What follows belongs to an exercise in optimizing a design on an open flow for small area, a short achievable clock period and few clock cycles; a production flow would make more cautious choices. No functional check of the RTL was part of any run shown here. Power is estimated from default activity; no workload was simulated.

--- flow/design.v ---
`timescale 1ns / 1ps
`timescale 1ns / 1ps
module modBigNumbers(input [35:0] s, input [35:0] c, input cin, input [3:0] x, input [33:0] y,
    input [31:0] number, output [35:0] so, output [35:0] co, output cout
    );
	reg [3:0] t;
	reg [3:0] q;
	integer j;
	always @(*) begin
		t = s[3:0] + c[3:0] + {3'd0, cin};
		for (j = 0; j < 4; j = j + 1)
			if (x[j]) t = t + (y[3:0] << j);
		for (j = 0; j < 4; j = j + 1) begin
			q[j] = t[j];
			if (t[j]) t = t + (number[3:0] << j);
		end
	end
	wire [38:0] yr0 = x[0] ? ({5'd0, y} << 0) : 39'd0;
	wire [38:0] yr1 = x[1] ? ({4'd0, y, 1'b0}) | {38'd0, cin} : {38'd0, cin};
	wire [38:0] yr2 = x[2] ? ({5'd0, y} << 2) : 39'd0;
	wire [38:0] yr3 = x[3] ? ({5'd0, y} << 3) : 39'd0;
	wire [38:0] nr0 = q[0] ? ({7'd0, number} << 0) : 39'd0;
	wire [38:0] nr1 = q[1] ? ({7'd0, number} << 1) : 39'd0;
	wire [38:0] nr2 = q[2] ? ({7'd0, number} << 2) : 39'd0;
	wire [38:0] nr3 = q[3] ? ({7'd0, number} << 3) : 39'd0;
	wire [38:0] v1 = {3'd0, s} ^ {3'd0, c} ^ yr0;
	wire [38:0] v2 = {(({3'd0, s} & {3'd0, c}) | ({3'd0, s} & yr0) | ({3'd0, c} & yr0)), 1'b0};
	wire [38:0] v3 = yr1 ^ yr2 ^ yr3;
	wire [38:0] v4 = {((yr1 & yr2) | (yr1 & yr3) | (yr2 & yr3)), 1'b0};
	wire [38:0] v5 = v1 ^ v2 ^ v3;
	wire [38:0] v6 = {((v1 & v2) | (v1 & v3) | (v2 & v3)), 1'b0};
	wire [38:0] v7 = v4 ^ v5 ^ v6;
	wire [38:0] v8 = {((v4 & v5) | (v4 & v6) | (v5 & v6)), 1'b0};
	wire [38:0] v9 = nr0 ^ nr1 ^ nr2;
	wire [38:0] v10 = {((nr0 & nr1) | (nr0 & nr2) | (nr1 & nr2)), 1'b0};
	wire [38:0] v11 = nr3 ^ v7 ^ v8;
	wire [38:0] v12 = {((nr3 & v7) | (nr3 & v8) | (v7 & v8)), 1'b0};
	wire [38:0] v13 = v9 ^ v10 ^ v11;
	wire [38:0] v14 = {((v9 & v10) | (v9 & v11) | (v10 & v11)), 1'b0};
	wire [38:0] v15 = v12 ^ v13 ^ v14;
	wire [38:0] v16 = {((v12 & v13) | (v12 & v14) | (v13 & v14)), 1'b0};
	wire [38:0] sf = v15;
	wire [38:0] cf = v16;
	assign cout = |{sf[3:0], cf[3:0]};
	assign so = {1'd0, sf[38:4]};
	assign co = {1'd0, cf[38:4]};
endmodule
`timescale 1ns / 1ps
module main(input clk, input rst, input start, input [31:0] n, input [63:0] exponent,
    output ready, output done, output [31:0] prime1
    );
	localparam ITER = 4;
	localparam K    = 36 / ITER;      
	reg st_idle, st_norm, st_dbl, st_mul, st_conv, st_fin, st_gcd;
	reg        done_r;
	reg [31:0] a;         
	reg [63:0] er;        
	reg [6:0]  bl;        
	reg [6:0]  cnt;
	reg        first;     
	reg [33:0] v;
	reg [35:0] S, C;      
	reg [ITER-1:0] xb;    
	assign ready  = st_idle;
	assign done   = done_r;
	assign prime1 = a;
	reg         cin;      
	wire [35:0] s_nx, c_nx;
	wire        cin_nx;
	modBigNumbers mont (.s(S), .c(C), .cin(cin), .x(xb), .y(v), .number(a),
		.so(s_nx), .co(c_nx), .cout(cin_nx));
	wire [36:0] pa = st_conv ? {1'b0, S} :
	                 (st_fin | first) ? 37'd0 :
	                 st_gcd  ? {1'b0, S} : {2'b00, v, 1'b0};
	wire [36:0] pb = st_conv ? {1'b0, C} :
	                 st_fin  ? {1'b1, ~{2'b00, v}} : ~{5'd0, a};
	wire        pc = st_conv ? cin : 1'b1;
	wire [37:0] sum2 = {pa, 1'b1} + {pb, pc};
	wire [36:0] sum  = sum2[37:1];
	wire        neg = sum[36];
	wire [33:0] v_dbl  = neg ? {v[32:0], 1'b0} : sum[33:0];
	wire [33:0] v_conv = er[63] ? {sum[32:0], 1'b0} : sum[33:0];
	wire        normdone = er[63] | (bl == 7'd5);
	wire [4:0]  P = er[63:59];
	wire [35:0] vpad = {2'b00, v};
	wire        b_eq_a = (S == {4'd0, a});
	reg  [31:0] mask;
	reg  [6:0]  cnt0;     
	integer     bi;
	always @(*) begin
		mask = 32'd0;
		cnt0 = 7'd36;
		for (bi = 0; bi < 32; bi = bi + 1)
			if (a[bi]) begin
				mask = {32{1'b1}} >> (31 - bi);
				cnt0 = 7'd35 - bi[6:0];
			end
	end
	wire [33:0] v_init = {2'b00, sum[31:0] & mask};
	wire        dbl_now = !first && cnt != 0;
	wire [6:0]  cnt_cur = first ? cnt0 : cnt;
	always @(posedge clk) begin
		S   <= 36'd0;
		C   <= 36'd0;
		cin <= 1'b0;
		if (st_mul) begin
			S   <= s_nx;
			C   <= c_nx;
			cin <= cin_nx;
		end
		if (st_fin) S <= sum[35:0];       
		if (st_gcd) begin
			if (!S[0])
				S <= S[1] ? {1'b0, S[35:1]} : {2'b00, S[35:2]};
			else if (neg)                  
				S <= {4'd0, a};
			else
				S <= sum[1] ? sum[36:1] : {1'b0, sum[36:2]};
		end
		if (st_idle) begin
			a   <= n;
			er  <= exponent;
			bl  <= 7'd64;
			first <= 1'b1;
		end
		if (st_norm) begin
			first <= 1'b0;
			if (first) begin
				v   <= v_init;
				cnt <= cnt0;
			end
			else if (cnt != 0) begin
				v   <= v_dbl;
				cnt <= cnt - 7'd1;
			end
			if (!normdone) begin
				er <= {er[62:0], 1'b0};
				bl <= bl - 7'd1;
			end
			else begin
				er  <= {er[58:0], 5'd0};
				bl  <= bl - 7'd5;
				cnt <= cnt_cur - {6'd0, dbl_now} + {2'b00, P};
			end
		end
		if (st_dbl) begin
			if (cnt != 0) begin
				v   <= v_dbl;
				cnt <= cnt - 7'd1;
			end
			else
				xb <= v[ITER-1:0];
		end
		if (st_mul) begin
			xb  <= vpad[ITER*(cnt+1) +: ITER];
			cnt <= cnt + 7'd1;
		end
		if (st_conv) begin
			v   <= v_conv;
			er  <= {er[62:0], 1'b0};
			bl  <= bl - 7'd1;
			cnt <= 7'd0;
			xb  <= v_conv[ITER-1:0];
		end
		if (st_gcd && S[0] && !b_eq_a && neg)
			a <= S[31:0];
		done_r <= 1'b0;
		if (rst) begin
			st_idle <= 1'b1;
			st_norm <= 1'b0;
			st_dbl  <= 1'b0;
			st_mul  <= 1'b0;
			st_conv <= 1'b0;
			st_fin  <= 1'b0;
			st_gcd  <= 1'b0;
		end
		else begin
			if (st_idle && start) begin
				st_idle <= 1'b0;
				st_norm <= 1'b1;
			end
			if (st_norm && normdone) begin
				st_norm <= 1'b0;
				st_dbl  <= 1'b1;
			end
			if (st_dbl && cnt == 0) begin
				st_dbl <= 1'b0;
				if (bl == 0) st_fin <= 1'b1;
				else         st_mul <= 1'b1;
			end
			if (st_mul && cnt == K - 1) begin
				st_mul  <= 1'b0;
				st_conv <= 1'b1;
			end
			if (st_conv) begin
				st_conv <= 1'b0;
				if (bl == 7'd1) st_fin <= 1'b1;
				else            st_mul <= 1'b1;
			end
			if (st_fin) begin
				st_fin <= 1'b0;
				st_gcd <= 1'b1;
			end
			if (st_gcd && S[0] && b_eq_a) begin
				st_gcd  <= 1'b0;
				st_idle <= 1'b1;
				done_r  <= 1'b1;
			end
		end
	end
endmodule
--- flow/run.sh ---
#!/bin/bash
# synth_recipe.tcl (not shown) runs the flow's synth.tcl, then flattens the netlist and writes it again
# the make line also repeats each setting of config.mk as NAME=value (left out here)
make -C /OpenROAD-flow-scripts/flow DESIGN_CONFIG=/design/flow/config.mk WORK_HOME=/design/flow/orfs CLKGATE_MAP_FILE= SYNTH_SCRIPT=/design/flow/synth_recipe.tcl finish
--- flow/config.mk ---
export PLATFORM = sky130hd
export DESIGN_NAME = main
export DESIGN_NICKNAME = main
export VERILOG_FILES = /design/flow/design.v
export SDC_FILE = /design/flow/constraint.sdc
export NUM_CORES = 4
export LEC_CHECK = 0
export CAP_MARGIN = 20
export CORE_MARGIN = 2
export CORE_UTILIZATION = 40
export SLEW_MARGIN = 20
--- flow/constraint.sdc ---
create_clock -name core_clock -period 8.0 [get_ports {clk}]
set_input_delay 1.6000 -clock core_clock [delete_from_list [all_inputs] [get_ports {clk}]]
set_output_delay 1.6000 -clock core_clock [all_outputs]
set_load 0.01 [all_outputs]
==> summary.txt, run 1 <==
HP Class -> reg -> reg
Tightest Pin Transition -> 1150 ps
core region area -> 64,000 µm²
#FFs+latches synth -> 229
top_reg_cell synth -> dfxtp_1
n_diodes -> 0
maximum clock rate -> 0.127 GHz
relative slew slack -> 0.226
EDFF count, synth -> 106
Crit path required time -> 8490 ps
drc violations -> 0
starting density of the core -> 0.402
CP startpoint kind -> flop
asr flop ratio synth -> 0
CTS clk-pin slew, worst paths -> 60 ps
commonest non-fill, non-tap cells in the layout -> nand2_1, fa_1, inv_1
Ys Warns -> 2
fin cells -> 3,876
Max Slew Vio Count -> 0
total power divided by cell area -> 377 nW/µm²
clock root buffer -> clkbuf_16
sequential cell area fraction in the yosys report -> 0.219
DR WL/cell -> 23.4 µm
hold-critical path depth -> 2
clock buffer count from CTS -> 34
Die Y -> 258 µm
Mapped Nets -> 3,420
H-Tree Depth -> 2
largest net degree at the start of global routing -> 71
CTS Hold Bufs -> 0
CTS Buffer Depth -> 3
Tot GR Track Use -> 0.269
Setup CP Type -> reg -> reg
TritonRoute pass-1 iters -> 6
# rows -> 93
gp weighted congestion -> 0.989
vias per inst -> 5.84
Worst R2R Setup Slack -> 150 ps
CTS tree -> yes
vias -> 22,600
Layout Skew -> 53.3 ps
vias in the first global route -> 23,200
worst vdd ir -> 0.000544 V
syn_area_per_cell -> 8.66 µm²
clock latency (worst-skew pair) -> 600 ps
unrepaired setup endpoints after global routing -> yes
Final #Nets -> 3,441
Sink Count -> 229
Die W -> 258 µm
max-cap violations -> 0
die area -> 66,400 µm²
PortBufs -> 132
CP max stage cell -> fa_2
Max stage delay on crit path -> 550 ps
post-DP HPWL -> 64,000 µm
worst r2r src -> S[0]
worst r2r path cells -> 32
Netlist Area Pre-Place -> 25,700 µm²
worst hold start -> er[0]
initial drt markers -> 2,219
first-pass GRT wire length -> 139,000 µm
most common cell after layout, fill and taps aside -> nand2_1
status -> complete, no violations
Top Ports -> 133
Tcrit/Tclk final -> 0.981
CP Data Arrival Time -> 8340 ps
# fillers -> 6,252
Yosys cell types -> 85
share of cells above drive strength 1 -> 0.0970
antenna viol nets, final -> 0
Layout area overhead -> 13.5%
drt total wl -> 90,500 µm
placed cell count -> 3,803
initial antenna violation count -> 1
Crit. End Element -> flop
leak pwr -> 11.4 nW
Mapped Cells -> 2,974
Max FO, Critical Path -> 7
reg2reg end -> S[18]
minimum clock period -> 7850 ps
Final Hold Vio Count -> 0
# setup viols final -> 0
GRT overflow -> 0
Placement Setup Slack -> 22.9 ps
final setup margin -> 149 ps
Endpoint, Worst Hold -> er[0]
## timing repair
action / in CTS / in global routing
endpoints found under the setup margin: 5 / 31
resized for setup: 12 / 43
pin swaps: 9 / 75
gates cloned: 1 / 1
setup buffers: 5 / 5
## cell families (layout without fill, tap and decap cells)
kind of cell | count (synthesis) | in the layout | synth area share
compound gates | 672 | 672 | 0.167
xor+xnor | 103 | 103 | 0.0350
fa+ha+maj | 347 | 347 | 0.247
buf+inv | 466 | 513 | 0.0703
flops | 229 | 229 | 0.219
mux | 199 | 199 | 0.0846
simple gates | 958 | 958 | 0.177
## stage by stage
stage | total power, mW | hold slack [ps] | instance area (µm²) | TNS [ps] | utilization
global placement | 8.67 | 522 | 27800 | 0 | 0.435
floorplan | 6.93 | 483 | 25700 | 0 | -
global route | 12.2 | 571 | 29200 | -1760 | 0.457
CTS | 10.9 | 557 | 29000 | 0 | 0.453
finish | 11.0 | 549 | 29200 | 0 | 0.457
detailed placement | 9.04 | 543 | 27800 | 0 | 0.435
## final cells by class
cell class | instances | area (µm²) | area share
clock buffer | 44 | 928 | 0.0318
sequential | 229 | 5660 | 0.194
multi-input combinational | 2279 | 18600 | 0.635
clock inverter | 18 | 163 | 0.00557
inverter | 248 | 931 | 0.0318
tap | 855 | 1070 | 0.0366
timing repair buffer | 203 | 1920 | 0.0656
## worst max path at each step
stage	end	start	slack [ps]
after floorplan	S[27]	S[1]	40
after global placement	S[27]	C[0]	100
after detailed placement	S[23]	C[0]	20
after CTS	S[25]	C[0]	10
after global routing	S[18]	S[0]	-150
final	S[18]	S[0]	150
## critical path: cells and delay by family, from the launching register on
family	cells	cell delay, ps
flops	1	330
compound gates	4	540
mux	3	690
buf+inv	5	530
xor+xnor	6	1040
fa+ha+maj	11	4330
simple gates	3	290
## power breakdown
group | internal, mW | total [mW] | switching (mW)
logic | 3.37 | 7.67 | 4.30
clock network | 0.837 | 1.50 | 0.659
registers | 1.41 | 1.85 | 0.443
total | 5.62 | 11.0 | 5.40
## cells in the mapped netlist (6+ instances only)
master | number | area (µm²)
inv_1 | 243 | 912
mux2_1 | 8 | 90.1
o21ai_0 | 203 | 1020
o22ai_1 | 21 | 131
a21o_1 | 15 | 113
dfxtp_1 | 123 | 2460
fa_1 | 269 | 5390
o211ai_1 | 21 | 158
a31oi_1 | 20 | 125
ha_1 | 78 | 976
mux2i_1 | 114 | 1140
a221oi_1 | 20 | 175
edfxtp_1 | 106 | 3180
o2bb2ai_1 | 7 | 61.3
mux4_2 | 6 | 135
o21bai_1 | 14 | 105
nor2b_1 | 39 | 244
a22oi_1 | 9 | 67.6
clkbuf_1 | 176 | 661
a21oi_1 | 159 | 796
mux2_2 | 70 | 788
nor4_1 | 14 | 87.6
xnor2_1 | 68 | 596
o31ai_1 | 16 | 120
buf_1 | 22 | 82.6
buf_2 | 12 | 60.1
and3_1 | 12 | 75.1
a221o_1 | 6 | 60.1
or2_2 | 7 | 43.8
a31o_2 | 7 | 61.3
nor2_1 | 180 | 676
a21boi_0 | 6 | 45.0
o21ai_1 | 8 | 40.0
o21a_1 | 16 | 120
a211oi_1 | 47 | 353
and2_1 | 211 | 1320
nand2_1 | 383 | 1440
nor3_1 | 36 | 180
a211o_1 | 6 | 52.6
nand3_1 | 32 | 160
nand4_1 | 14 | 87.6
xor2_1 | 35 | 307
o221ai_1 | 8 | 70.1
nand2b_1 | 14 | 87.6
## sequential cells by signal (all words and copies together), names as in the netlist, 4 cells and up
signal / count
C: 35
S: 36
a: 32
bl: 7
cnt: 7
er: 64
v: 34
xb: 4
## routing by layer
metal / wire length [µm] / GRT usage / vias to the layer above
met1: 37700 / 0.355 / 11200
li1: - / - / 10200
met3: 7150 / 0.0497 / 197
met4: 3920 / 0.106 / 2
met5: 10 / 0 / -
met2: 41700 / 0.437 / 1040
==> run 2, diff against run 1 <==
--- a/flow/config.mk
+++ b/flow/config.mk
@@ -8,4 +8,5 @@
 export CAP_MARGIN = 20
 export CORE_MARGIN = 2
 export CORE_UTILIZATION = 40
+export SETUP_SLACK_MARGIN = 4
 export SLEW_MARGIN = 20
==> run 2 against run 1 <==
Sequential power hardly changed. Routed wire length is 14% higher. Flip-flop and latch count stayed put. Still clean on timing, DRC and antenna. Clock power increased by 5%. Synthesized cell count is the same. Clock skew is 28 ps lower. Register-to-register slack improved by 30 ps. Critical path depth up 1. Die area did not move. First-iteration DRC count grew 19%. Synthesized area stayed put.
==> summary.txt, run 2 <==
Crit. End Element -> flop
Largest Register -> er
DR WL/cell -> 25.4 µm
clock latency (worst-skew pair) -> 640 ps
relative slew slack -> 0.215
Tightest Pin Transition -> 1170 ps
core region area -> 64,000 µm²
worst hold slack -> 545 ps
Mapped Cells -> 2,974
max-cap violations -> 0
worst hold start -> er[0]
Layout Skew -> 25.2 ps
Die W -> 258 µm
Switching Fraction -> 0.480
Netlist Area Pre-Place -> 25,700 µm²
Final #Nets -> 3,640
vias in the first global route -> 24,700
worst r2r path cells -> 33
vias per inst -> 6.04
H-Tree Depth -> 1
Switch Pwr -> 5.88 mW
first-pass GRT wire length -> 154,000 µm
leak pwr -> 13.2 nW
Synth area leader -> fa_1
Max stage delay on crit path -> 540 ps
unrepaired setup endpoints after global routing -> yes
biggest regs -> er (64), S (36), C (35)
CP Data Arrival Time -> 8340 ps
most frequent cell after synthesis -> nand2_1
top_reg_cell synth -> dfxtp_1
minimum clock period -> 7820 ps
Top Ports -> 133
commonest cells in the netlist -> nand2_1, fa_1, inv_1, and2_1, o21ai_0
clock root buffer -> clkbuf_16
Mapped Nets -> 3,420
internal power -> 6.38 mW
largest net degree at the start of global routing -> 128
Tcrit/Tclk final -> 0.978
Worst R2R Setup Slack -> 180 ps
CTS Buffer Depth -> 3
fin cells -> 4,074
# fillers -> 5,854
Final Hold Vio Count -> 0
Max Slew Vio Count -> 0
# setup viols final -> 0
EDFF count, synth -> 106
post-DP HPWL -> 64,600 µm
Seq pwr share -> 0.151
commonest non-fill, non-tap cells in the layout -> nand2_1, inv_1, fa_1
vias -> 24,600
Gate power share -> 0.721
worst vdd ir -> 0.000373 V
gp weighted congestion -> 0.966
drt total wl -> 103,000 µm
CP max stage cell -> fa_1
#FFs+latches synth -> 229
initial antenna violation count -> 2
Setup TNS -> 0 ps
syn_area_per_cell -> 8.66 µm²
n_diodes -> 0
worst r2r src -> S[0]
WP buf/inv -> 5
cell family with most CP delay -> adder cells
Ys Warns -> 2
starting density of the core -> 0.402
# rows -> 93
TritonRoute pass-1 iters -> 6
Max FO, Critical Path -> 8
Tot GR Track Use -> 0.303
HP Class -> reg -> reg
drc violations -> 0
cell count along the critical path -> 33
sequential cell area fraction in the yosys report -> 0.219
most common cell after layout, fill and taps aside -> nand2_1
part of the power in the clock network -> 0.128
PortBufs -> 132
total power divided by cell area -> 368 nW/µm²
Die Y -> 258 µm
max reg flops -> 64
CP startpoint kind -> flop
initial drt markers -> 2,647
crit path to -> S[11]
Crit path required time -> 8520 ps
Layout area overhead -> 29.7%
reg2reg end -> S[11]
Yosys cell types -> 85
share of cells above drive strength 1 -> 0.229
asr flop ratio synth -> 0
maximum clock rate -> 0.128 GHz
CTS clk-pin slew, worst paths -> 60 ps
Pwr Total -> 12.3 mW
die area -> 66,400 µm²
largest cells by area after synthesis -> fa_1, edfxtp_1, dfxtp_1
placed cell count -> 3,799
clock buffer count from CTS -> 31
Synth top area share -> 0.209
GRT overflow -> 0
CTS tree -> yes
antenna viol nets, final -> 0
Worst setup startpoint -> S[0]
Sink Count -> 229
status -> complete, no violations
Setup CP Type -> reg -> reg
==> run 2: power groups by stage <==
stage          registers [mW]  clock network, mW  logic (mW)
6_report                 1.85               1.57        8.85
4_1_cts                  1.83               1.57        8.28
2_1_floorplan            1.55                  0        5.47
3_5_place_dp             1.85                  0        7.08
3_3_place_gp             1.85                  0        6.76
5_1_grt                  1.86               1.62        9.73
==> run 2: kinds of logic after synthesis <==
| logic type | share of synthesized area |
|---|---|
| simple gates | 0.177 |
| compound gates | 0.167 |
| buf+inv | 0.0703 |
| fa+ha+maj | 0.247 |
| flops | 0.219 |
| mux | 0.0846 |
| xor+xnor | 0.0350 |
==> run 2: per-layer routing <==
layer	track usage	share of wire
met1	0.401	0.40
met2	0.476	0.45
met3	0.0689	0.10
met4	0.134	0.048
met5	0	0.00014
==> run 2: through the flow <==
| step | util | instance area (µm²) | worst slack [ps] |
|---|---|---|---|
| 2_1_floorplan | - | 26100 | 619 |
| 3_3_place_gp | 0.437 | 28000 | 272 |
| 3_5_place_dp | 0.437 | 28000 | 136 |
| 4_1_cts | 0.502 | 32200 | 238 |
| 5_1_grt | 0.522 | 33400 | -149 |
| 6_report | 0.522 | 33400 | 177 |
==> run 2: repair_timing <==
item,CTS,global route
buffers inserted,148,40
resized for setup,295,181
hold buffers,0,0
pin swaps,118,113
cloned,26,2
endpoints found under the setup margin,174,209
==> run 2: worst min-delay path, cell delays in order, from the launching register on <==
cell and delay, ps:
dfxtp_1 350, mux2i_1 80, nor2_1 80
==> run 2: layout make-up <==
cell class / instances / area (µm²) / share of cell area
Multi-Input combinational cell: 2284 / 20100 / 0.603
Inverter: 248 / 932 / 0.0279
Clock inverter: 22 / 277 / 0.00828
Tap cell: 855 / 1070 / 0.0320
Sequential cell: 229 / 5670 / 0.170
Clock buffer: 36 / 835 / 0.0250
Timing Repair Buffer: 400 / 4460 / 0.134
==> run 2: worst min path at each step <==
stage,to,slack (ps),cells after the start
after floorplan,er[0],480,2
after global placement,er[0],520,2
after detailed placement,er[0],540,2
after CTS,er[0],560,2
after global routing,er[0],580,2
final,er[0],550,2

port drivers added, routing unchanged:
No port has a modelled driver above. Below, the same layouts with a new extraction and two added sets of constraints. Step 1: set_driving_cell puts a clkbuf_16 on clk and a buf_2 on each other input, an assumption about the parent block. Step 2 adds t to the input delays and takes it off the output delays; t is the mean of the earliest and latest rising clock arrival at the registers after step 1. Input paths then give back, and output paths get back, about the clock's delay inside the block. a / b / c = ideal / step 1 / step 2; a / b = the first two.
| run | shift t [ns] | slack for setup (ns) | worst setup path at the end | worst slew at a driven data input, ns |
|---|---|---|---|---|
| run 1 | 0.631 | 0.149 / 0.149 / 0.149 | register to register | 0.06 |
| run 2 | 0.691 | 0.177 / 0.177 / 0.177 | register to register | 0.05 |
After both steps every run listed still meets setup and hold.
